Context: an optimization exercise on an open-source flow, tuned for small area and few clock cycles. The choices shown serve that exercise and are no tape-out recipe. Function was checked by simulation only, so behaviour that the tests miss may differ from the original. No activity file was given, so power comes from the tool's default toggle rates.

== run 1 ==
==> flow/design.v <==
module LCD_CTRL(clk, reset, IROM_Q, cmd, cmd_valid, IROM_EN, IROM_A, IRB_RW, IRB_D, IRB_A, busy, done);
input            clk;
input            reset;
input      [7:0] IROM_Q;
input      [3:0] cmd;
input            cmd_valid;
output           IROM_EN;
output     [5:0] IROM_A;
output           IRB_RW;
output     [7:0] IRB_D;
output     [5:0] IRB_A;
output           busy;
output           done;
reg  [2:0] wr;           
reg  [2:0] wc;           
reg  [2:0] r0, r1;       
reg  [2:0] c0, c1;
reg        sact;         
reg  [1:0] sdir;         
reg  [2:0] sk;           
reg        ld_v;         
reg  [5:0] ld_a;
reg        wr_req;       
reg [63:0] dirty;
wire [7:0] pix   [0:63];
wire       rows_e = (r1 < r0);               
wire       av_u   = (r0 != 3'd0);
wire       av_d   = (r1 != 3'd7);
wire       av_l   = (c0 != 3'd0) & ~rows_e;
wire       av_r   = (c1 != 3'd7) & ~rows_e;
wire       full   = ~av_u & ~av_d & ~av_l & ~av_r;
wire [2:0] wr1    = wr + 3'd1;
wire [2:0] wc1    = wc + 3'd1;
wire       in_r   = ~rows_e & (wr >= r0) & (wr1 <= r1);
wire       in_c   = (wc >= c0) & (wc1 <= c1);
reg  [1:0] nd;
always @(*) begin
    if (av_d & ~(wr1 <= r1))      nd = 2'd1;
    else if (av_u & (wr < r0))    nd = 2'd0;
    else if (av_l & (wc < c0))    nd = 2'd2;
    else if (av_r & ~(wc1 <= c1)) nd = 2'd3;
    else if (av_u & (~av_d | (wr - r0) <= (r1 - wr1)) & (~av_l | (wr - r0) <= (wc - c0)) & (~av_r | (wr - r0) <= (c1 - wc1)))
                                  nd = 2'd0;
    else if (av_d & (~av_l | (r1 - wr1) <= (wc - c0)) & (~av_r | (r1 - wr1) <= (c1 - wc1)))
                                  nd = 2'd1;
    else if (av_l & (~av_r | (wc - c0) <= (c1 - wc1)))
                                  nd = 2'd2;
    else                          nd = 2'd3;
end
wire       issue  = sact | ~full;
wire [1:0] d      = sact ? sdir : nd;
wire [2:0] k      = sact ? sk : 3'd0;
wire [2:0] slast  = d[1] ? (r1 - r0) : (c1 - c0);
wire       last   = (k == slast);
reg  [2:0] qr, qc;       
always @(*) begin
    case (d)
        2'd0:    begin qr = r0 - 3'd1; qc = c0 + k;    end
        2'd1:    begin qr = r1 + 3'd1; qc = c0 + k;    end
        2'd2:    begin qr = r0 + k;    qc = c0 - 3'd1; end
        default: begin qr = r0 + k;    qc = c1 + 3'd1; end
    endcase
end
assign IROM_EN = ~(issue | reset);
assign IROM_A  = reset ? 6'd27 : {qr, qc};
always @(posedge clk) begin
    if (reset) begin
        r0   <= 3'd3;
        r1   <= 3'd2;
        c0   <= 3'd3;
        c1   <= 3'd4;
        sact <= 1'b1;
        sdir <= 2'd1;
        sk   <= 3'd1;
        ld_v <= 1'b1;
        ld_a <= 6'd27;
    end else begin
        ld_v <= issue;
        ld_a <= {qr, qc};
        if (issue) begin
            sact <= ~last;
            sdir <= d;
            sk   <= k + 3'd1;
            if (last) begin
                case (d)
                    2'd0:    r0 <= r0 - 3'd1;
                    2'd1:    r1 <= r1 + 3'd1;
                    2'd2:    c0 <= c0 - 3'd1;
                    default: c1 <= c1 + 3'd1;
                endcase
            end
        end
    end
end
wire       ld_in  = ((ld_a[5:3] == wr) | (ld_a[5:3] == wr1)) & ((ld_a[2:0] == wc) | (ld_a[2:0] == wc1));
wire       ready  = in_r & in_c & ~(ld_v & ld_in);
wire       load_end = full & ~sact & ~ld_v;
wire       flushing  = wr_req & load_end;
wire       any_dirty = |dirty;
assign done = flushing & ~any_dirty;
reg        pv;           
reg  [3:0] pc;
assign busy = ~done & (wr_req | pv);
wire       take    = cmd_valid & ~busy;
wire [3:0] ec      = pv ? pc : cmd;      
wire       is_data = (ec == 4'd5) | (ec == 4'd6) | (ec == 4'd7) |
                     (ec == 4'd9) | (ec == 4'd10) | (ec == 4'd11) | (ec == 4'd12);
wire       exec    = (pv | take) & (~is_data | ready);
wire       cmd_we  = exec & is_data;
always @(posedge clk) begin
    if (reset) begin
        pv <= 1'b0;
        pc <= 4'd0;
    end else begin
        pv <= (pv | take) & ~exec;
        if (take)
            pc <= cmd;
    end
end
always @(posedge clk) begin
    if (reset) begin
        wr     <= 3'd3;
        wc     <= 3'd3;
        wr_req <= 1'b0;
    end else if (exec) begin
        case (ec)
            4'd0: wr_req <= 1'b1;
            4'd1: if (wr != 3'd0) wr <= wr - 3'd1;
            4'd2: if (wr != 3'd6) wr <= wr + 3'd1;
            4'd3: if (wc != 3'd0) wc <= wc - 3'd1;
            4'd4: if (wc != 3'd6) wc <= wc + 3'd1;
            4'd8: begin wr <= 3'd3; wc <= 3'd3; end
            default: ;
        endcase
    end
end
reg  [5:0] fa;           
integer    n;
always @(*) begin
    fa = 6'd0;
    for (n = 63; n >= 0; n = n - 1)
        if (dirty[n]) fa = n[5:0];
end
wire       flush_we = flushing & any_dirty;
wire [1:0] rh0 = wr[2:1] + {1'b0, wr[0]};
wire [1:0] rh1 = wr[2:1];
wire [1:0] ch0 = wc[2:1] + {1'b0, wc[0]};
wire [1:0] ch1 = wc[2:1];
wire [5:0] wa [0:3];     
assign wa[0] = {rh0, 1'b0, ch0, 1'b0};
assign wa[1] = {rh0, 1'b0, ch1, 1'b1};
assign wa[2] = {rh1, 1'b1, ch0, 1'b0};
assign wa[3] = {rh1, 1'b1, ch1, 1'b1};
wire [5:0] ra [0:3];     
wire [7:0] bv [0:3];     
genvar b;
generate
    for (b = 0; b < 4; b = b + 1) begin : g_rd
        assign ra[b] = flushing ? {fa[5:4], b[1], fa[2:1], b[0]} : wa[b];
        assign bv[b] = pix[ra[b]];
    end
endgenerate
wire [9:0] sum = bv[0] + bv[1] + bv[2] + bv[3];
wire [7:0] avg = sum[9:2];
reg  [7:0] nv [0:3];     
integer    j;
always @(*) begin
    for (j = 0; j < 4; j = j + 1) begin
        case (ec)
            4'd5:    nv[j] = avg;
            4'd6:    nv[j] = bv[j ^ 2];
            4'd7:    nv[j] = bv[j ^ 1];
            4'd9:    nv[j] = (bv[j][7:6] == 2'b11) ? 8'd255 : {bv[j][7:6] + 2'd1, bv[j][5:0]};
            4'd10:   nv[j] = (bv[j][7:6] == 2'b00) ? 8'd0   : {bv[j][7:6] - 2'd1, bv[j][5:0]};
            4'd11:   nv[j] = (bv[j] > 8'd128) ? 8'd255 : 8'd0;
            default: nv[j] = (bv[j] < 8'd128) ? 8'd255 : 8'd0;
        endcase
    end
end
wire [1:0] fb = {fa[3], fa[0]};
genvar a;
generate
    for (a = 0; a < 64; a = a + 1) begin : g_pix
        wire [1:0] bk    = {a[3], a[0]};
        wire       sel   = (ra[bk] == a);
        wire       c_hit = cmd_we & sel;
        wire       l_hit = ld_v & (ld_a == a);
        wire       h_hit = ~(c_hit | l_hit);
        reg  [7:0] q;
        always @(posedge clk)
            q <= ({8{c_hit}} & nv[bk]) | ({8{l_hit}} & IROM_Q) | ({8{h_hit}} & q);
        assign pix[a] = q;
        always @(posedge clk)
            dirty[a] <= ~reset & (c_hit | (dirty[a] & ~(flush_we & sel & (fb == bk))));
    end
endgenerate
assign IRB_RW = ~((ld_v & ~reset) | flush_we);
assign IRB_A  = ld_v ? ld_a : fa;
assign IRB_D  = ld_v ? IROM_Q : bv[fb];
endmodule
Settings: LEC_CHECK=0, CAP_MARGIN=10, CORE_MARGIN=2, CORE_UTILIZATION=55, CTS_CLUSTER_DIAMETER=115, CTS_CLUSTER_SIZE=26, PLACE_DENSITY=0.65, SLEW_MARGIN=10; clock period 10.0 ns.
run.sh (not shown) runs the stock make flow with config.mk's settings and CLKGATE_MAP_FILE= SYNTH_SCRIPT=/design/flow/synth_recipe.tcl, a recipe that flattens the netlist after the stock synthesis.
In summary, run 1 completed successfully, with a layout that passed the timing, design-rule and antenna checks.
Testbench counts of run 1, summed over its fixed seeds: cycles 6,545.
diff inputs: run 1 => run 2
- a change of CAP_MARGIN from 10 to 20
- a change of CORE_UTILIZATION from 55 to 45
- a change of PLACE_DENSITY from 0.65 to 0.55
- a change of CTS_CLUSTER_SIZE from 26 to 20
- a change of SLEW_MARGIN from 10 to 20
- a change of CTS_CLUSTER_DIAMETER from 115 to 100
Run 2 finished every step from synthesis to the final layout, and the layout passed the timing, design-rule and antenna checks.
Overall power consumption: run 2 > run 1
Clock skew | run 2 below run 1
Maximum ir drop on the vdd rail: run 2 > run 1
The final reports for run 2 and run 1 show clock period minus final worst setup slack higher in the former.
Diff run 1 -> run 2: maximum single-stage delay on the critical path went down 80 ps, number of CTS-inserted buffers went up about 44%, utilization after layout went down 10 points, total global-route track usage went down 6.3 points.
From run 1 to run 2 the numbers moved as follows: power density over the cells +6.1 nW/um^2; met3 usage shrank by 4.4 points; ratio of final minimum period to clock period closely matched the old numbers.
## Diff of input files: run 3 against run 2
- swapping 20 for 10 in CAP_MARGIN
- swapping 0.55 for 0.6 in PLACE_DENSITY
- swapping 20 for 10 in SLEW_MARGIN
- swapping 100 for 110 in CTS_CLUSTER_DIAMETER
- swapping 20 for 24 in CTS_CLUSTER_SIZE
- swapping 45 for 50 in CORE_UTILIZATION
Findings:
- Overall die width (run 2 / run 3): 1.05
- Higher leakage dissipation among run 3 and run 2: run 2
- Run 3 ended with less final period demand of the worst path than run 2.
- On run 3: combinational power share is 1.2 points higher than what run 2 gave.
- Summary — critical path depth in cells, run 3 relative to run 2: lower, by 12.
- Routability congestion estimate from global placement, run 3 and run 2, higher one = run 3.
- Run 2 → run 3: average routed wire per standard cell shows an increase of about 1.1%, total of clock buffers placed in the layout shows a reduction of 20%, filler-free cell count of the finished design shows a reduction of 111.

## what the ideal ports hide
How much do the figures lean on ideal ports? The routed layouts below were timed once more, with nothing changed but the port constraints.
Step 1 sets driving cells, clkbuf_16 on the clock port and buf_2 on the other inputs (assumed; they add their load-dependent delay and slew).
Step 2, shift: input delay + t, output delay - t, t = (earliest + latest rising clock arrival at the registers) / 2. This alone moves slack from input paths to output paths.
a / b / c = ideal / step 1 / step 2; a / b = the first two.
| run | shift t [ns] | setup WS [ns] | worst setup path after step 2 | worst slew at a driven data input, ns | pins driven straight from the clock port |
|---|---|---|---|---|---|
| run 1 | 0.680 | 0.875 / 0.875 / 0.875 | register to register | 0.04 | 1 |
| run 2 | 0.664 | 0.866 / 0.866 / 0.866 | register to register | 0.04 | 1 |
| run 3 | 0.708 | 0.892 / 0.832 / 1.163 | register to register | 0.05 | 1 |
After both steps every run listed still meets setup and hold.
